Background: an optimization exercise with open tools, aiming at small area. Do not read the settings as production practice. The RTL was checked by simulation tests, not by an equivalence proof against the original design. Power is estimated from default activity; no workload was simulated.

Design db_filter, start of the top module:
module db_filter ( clk,
					 rst, 
					 bs_luma,
					 bs_chroma_1, 
					 bs_chroma_2, 
                     qp1_i, qp2_i,
					 select,
					 p3_1_i, p2_1_i, p1_1_i, p0_1_i, q0_1_i, q1_1_i, q2_1_i, q3_1_i,
                     p3_2_i, p2_2_i, p1_2_i, p0_2_i, q0_2_i, q1_2_i, q2_2_i, q3_2_i,
                     p3_3_i, p2_3_i, p1_3_i, p0_3_i, q0_3_i, q1_3_i, q2_3_i, q3_3_i,
                     p3_4_i, p2_4_i, p1_4_i, p0_4_i, q0_4_i, q1_4_i, q2_4_i, q3_4_i,
					 p3_1_o, p2_1_o, p1_1_o, p0_1_o, q0_1_o, q1_1_o, q2_1_o, q3_1_o,
                     p3_2_o, p2_2_o, p1_2_o, p0_2_o, q0_2_o, q1_2_o, q2_2_o, q3_2_o,
                     p3_3_o, p2_3_o, p1_3_o, p0_3_o, q0_3_o, q1_3_o, q2_3_o, q3_3_o,
                     p3_4_o, p2_4_o, p1_4_o, p0_4_o, q0_4_o, q1_4_o, q2_4_o, q3_4_o
                    );
For scale: roughly 650 flip-flops, about 540 I/O pins.
clock: 9.0 ns
lec_check: 0
cap_margin: 20
core_margin: 2
core_utilization: 50
setup_slack_margin: 0.1
slew_margin: 20
standard.sh (not shown) runs the stock make flow with config.mk's settings and CLKGATE_MAP_FILE= SYNTH_SCRIPT=/design/flow/synth_recipe.tcl, a recipe that flattens the netlist after the stock synthesis.
==> flow/flow/run.sh <==
#!/bin/bash
set -euo pipefail
HERE=$(pwd)
FLOWDIR=$HERE/flow

# ORFS synth.tcl with the ABC script replaced by ours
sed -e "s#-script \$abc_script#-script $FLOWDIR/abc_area.script#" \
    $FLOW_HOME/scripts/synth_preamble.tcl > $HERE/my_synth_preamble.tcl
sed -e "s#source \$::env(SCRIPTS_DIR)/synth_preamble.tcl#source $HERE/my_synth_preamble.tcl#" \
    -e "s#extract_fa {\*}\[dont_use_extract_fa_args\]#extract_fa -fa#" \
    $FLOW_HOME/scripts/synth.tcl > $HERE/my_synth.tcl
grep -q "my_synth_preamble.tcl" $HERE/my_synth.tcl
grep -q "extract_fa -fa" $HERE/my_synth.tcl
grep -q "$FLOWDIR/abc_area.script" $HERE/my_synth_preamble.tcl
# The standard flow's synthesis script, sourcing the modified synth.tcl
sed -e "s#source \$::env(SCRIPTS_DIR)/synth.tcl#source $HERE/my_synth.tcl#" \
    $HERE/synth_recipe.tcl > $HERE/my_synth_recipe.tcl
grep -q "my_synth.tcl" $HERE/my_synth_recipe.tcl
# standard.sh with our synthesis script
sed -e "s#SYNTH_SCRIPT=[^ ]*#SYNTH_SCRIPT=$HERE/my_synth_recipe.tcl#" $HERE/standard.sh > $HERE/my_standard.sh
grep -q "my_synth_recipe.tcl" $HERE/my_standard.sh

export SYNTH_ARGS="-noabc"
export BUFFER_PORTS_ARGS="-buffer_cell sky130_fd_sc_hd__buf_1"
if [[ -s $FLOWDIR/cts_args.txt ]]; then
  export CTS_ARGS="$(cat $FLOWDIR/cts_args.txt)"
fi
bash $HERE/my_standard.sh > $HERE/standard.log 2>&1
==> flow/flow/abc_area.script <==
strash
dch -f
amap -A 1000 -F 1000
==> flow/flow/cts_args.txt <==
-sink_clustering_enable -repair_clock_nets -dont_use_dummy_load -buf_list sky130_fd_sc_hd__clkbuf_8 -sink_clustering_size 18 -sink_clustering_max_diameter 70
Edit:
- CORE_UTILIZATION: 50 -> 65
After rerunning: The changed run went through all stages and came out clean. Total power rose by about 0.4%. Count of clock-buffer cells in the layout fell by 7. Worst setup slack loses 68 ps. Routed wire length fell by 3.4%.


maple:
Another version of the RTL of db_filter (not shown whole).
Size in the first run: ~540 I/O pins.
Settings: LEC_CHECK=0, CAP_MARGIN=20, CORE_MARGIN=2, CORE_UTILIZATION=40, SLEW_MARGIN=20; clock period 9.0 ns.
==> flow/flow/run.sh <==
#!/bin/bash
set -euo pipefail
HERE=$(pwd)
FLOWDIR=$HERE/flow

# ORFS synth.tcl with the ABC script replaced by ours
sed -e "s#-script \$abc_script#-script $FLOWDIR/abc_area.script#" \
    $FLOW_HOME/scripts/synth_preamble.tcl > $HERE/my_synth_preamble.tcl
sed -e "s#source \$::env(SCRIPTS_DIR)/synth_preamble.tcl#source $HERE/my_synth_preamble.tcl#" \
    $FLOW_HOME/scripts/synth.tcl > $HERE/my_synth.tcl
grep -q "my_synth_preamble.tcl" $HERE/my_synth.tcl
grep -q "$FLOWDIR/abc_area.script" $HERE/my_synth_preamble.tcl
# The standard flow's synthesis script, sourcing the modified synth.tcl
sed -e "s#source \$::env(SCRIPTS_DIR)/synth.tcl#source $HERE/my_synth.tcl#" \
    $HERE/synth_recipe.tcl > $HERE/my_synth_recipe.tcl
grep -q "my_synth.tcl" $HERE/my_synth_recipe.tcl
# standard.sh with our synthesis script
sed -e "s#SYNTH_SCRIPT=[^ ]*#SYNTH_SCRIPT=$HERE/my_synth_recipe.tcl#" $HERE/standard.sh > $HERE/my_standard.sh
grep -q "my_synth_recipe.tcl" $HERE/my_standard.sh

export SYNTH_ARGS="-noabc"
export BUFFER_PORTS_ARGS="-buffer_cell sky130_fd_sc_hd__buf_1"
if [[ -s $FLOWDIR/cts_args.txt ]]; then
  export CTS_ARGS="$(cat $FLOWDIR/cts_args.txt)"
fi
bash $HERE/my_standard.sh > $HERE/standard.log 2>&1
==> flow/flow/abc_area.script <==
&get -n
&st
&dch
&nf -R 1000
&put
==> flow/flow/cts_args.txt <==
-sink_clustering_enable -repair_clock_nets -dont_use_dummy_load
The inputs of juniper differ from those of maple as listed below.
Settings: CTS_BUF_LIST now sky130_fd_sc_hd__clkbuf_4, previously not set.
==> flow/run.sh (new file) <==
#!/bin/bash
# synth_recipe.tcl (not shown) runs the flow's synth.tcl, then flattens the netlist and writes it again
# the make line also repeats each setting of config.mk as NAME=value (left out here)
make -C /OpenROAD-flow-scripts/flow DESIGN_CONFIG=/design/flow/config.mk WORK_HOME=/design/flow/orfs CLKGATE_MAP_FILE= SYNTH_SCRIPT=/design/flow/synth_recipe.tcl finish
removed: flow/flow/run.sh
removed: flow/flow/abc_area.script
removed: flow/flow/cts_args.txt
removed: flow/standard.sh
### Flow results
Summary of juniper over maple: clock power neither gained nor lost much, clock network fraction of design power lost 2.3 points, wire length picked up an extra 32,000 um.
The number of multi-input logic gates in juniper sits 452 above the value recorded for maple.
[diff] worst setup slack, juniper relative to maple: regression
juniper completed every stage of the flow, and the final layout passed the timing, design-rule and antenna checks.
juniper vs maple: share of total power in combinational logic up in juniper
Against maple, die extent in y in juniper rose by a few percent.
Relative to maple, the detail-routed net length per standard cell measured on juniper has decreased slightly.
Going from maple to juniper, synthesis-to-layout area growth increased by 5.8 points relative to the old numbers, post-route cell area increased by 16% relative to the old numbers.
Number of distinct library cell variants in the gate-level netlist after synthesis was lower in maple than in juniper.
> inputs changed (juniper -> fjord)
Settings: removing CTS_BUF_LIST (formerly sky130_fd_sc_hd__clkbuf_4).
==> flow/flow/run.sh (new file) <==
#!/bin/bash
set -euo pipefail
HERE=$(pwd)
FLOWDIR=$HERE/flow

# ORFS synth.tcl with the ABC script replaced by ours
sed -e "s#-script \$abc_script#-script $FLOWDIR/abc_area.script#" \
    $FLOW_HOME/scripts/synth_preamble.tcl > $HERE/my_synth_preamble.tcl
sed -e "s#source \$::env(SCRIPTS_DIR)/synth_preamble.tcl#source $HERE/my_synth_preamble.tcl#" \
    $FLOW_HOME/scripts/synth.tcl > $HERE/my_synth.tcl
grep -q "my_synth_preamble.tcl" $HERE/my_synth.tcl
grep -q "$FLOWDIR/abc_area.script" $HERE/my_synth_preamble.tcl
# The standard flow's synthesis script, sourcing the modified synth.tcl
sed -e "s#source \$::env(SCRIPTS_DIR)/synth.tcl#source $HERE/my_synth.tcl#" \
    $HERE/synth_recipe.tcl > $HERE/my_synth_recipe.tcl
grep -q "my_synth.tcl" $HERE/my_synth_recipe.tcl
# standard.sh with our synthesis script
sed -e "s#SYNTH_SCRIPT=[^ ]*#SYNTH_SCRIPT=$HERE/my_synth_recipe.tcl#" $HERE/standard.sh > $HERE/my_standard.sh
grep -q "my_synth_recipe.tcl" $HERE/my_standard.sh

export SYNTH_ARGS="-noabc"
export BUFFER_PORTS_ARGS="-buffer_cell sky130_fd_sc_hd__buf_1"
if [[ -s $FLOWDIR/cts_args.txt ]]; then
  export CTS_ARGS="$(cat $FLOWDIR/cts_args.txt)"
fi
bash $HERE/my_standard.sh > $HERE/standard.log 2>&1
==> flow/flow/abc_area.script (new file) <==
&get -n
&st
&dch
&nf -R 1000
&put
==> flow/flow/cts_args.txt (new file) <==
-sink_clustering_enable -repair_clock_nets -dont_use_dummy_load -buf_list sky130_fd_sc_hd__clkbuf_8 -sink_clustering_size 16 -sink_clustering_max_diameter 60
==> flow/standard.sh (new file) <==
#!/bin/bash
# synth_recipe.tcl (not shown) runs the flow's synth.tcl, then flattens the netlist and writes it again
# the make line also repeats each setting of config.mk as NAME=value (left out here)
make -C /OpenROAD-flow-scripts/flow DESIGN_CONFIG=/design/flow/config.mk WORK_HOME=/design/flow/orfs CLKGATE_MAP_FILE= SYNTH_SCRIPT=/design/flow/synth_recipe.tcl "${@:-finish}"
removed: flow/run.sh
### Flow results
On count of clock buffers in the final design: fjord sits below juniper.
fjord against juniper: TritonCTS buffer count fell 57%, non-clock buffer count fell 57, routed wire length fell 17%.
When fjord is measured against juniper, its arrival time of data at the critical path endpoint turns out 180 ps lower.
fjord: synthesized cell count lower than juniper
Compared with juniper, fjord shows average via count per standard cell that has gone down slightly.
fjord ends up with a count of vias placed by the detailed router that is 7,894 lower than in juniper.
Summary of the comparison: width of the die is lower in fjord, relative to juniper.
fjord ends up with a post-detailed-placement cell area that is about 13% lower than in juniper.
In fjord the summed area of non-filler cells in the final layout turned out about 15% lower than in juniper.

[port drivers added, routing unchanged]
The results above use ideal ports. As a check the final layouts listed here were re-extracted and re-timed, cells and wires unchanged.
Step 1: set_driving_cell puts a clkbuf_16 on clk and a buf_2 on each other input, an assumption about the parent block.
Step 2 times the ports against the registers' clock, not the clock port: input delays grow and output delays shrink by t, the midpoint of the rising clock arrivals with the driver on.
Three values: ideal ports, drivers, drivers and shift; two values: the first two.
run	t (ns)	setup WS [ns]	latest minus earliest clock arrival (ns)	worst data-port slew with drivers (ns)	pins driven straight from the clock port
the first run of note 1	0.808	0.290 / 0.224 / 0.369	0.071 / 0.072	0.09	1
the second run of note 1	0.739	0.222 / 0.156 / 0.245	0.092 / 0.092	0.07	1
maple	0.738	0.228 / 0.156 / 0.418	0.051 / 0.051	0.15	1
juniper	1.293	0.046 / -0.025 / 0.305	0.075 / 0.074	0.14	1
fjord	0.840	0.233 / 0.160 / 0.380	0.105 / 0.104	0.15	1
After both steps every run listed still meets setup and hold.
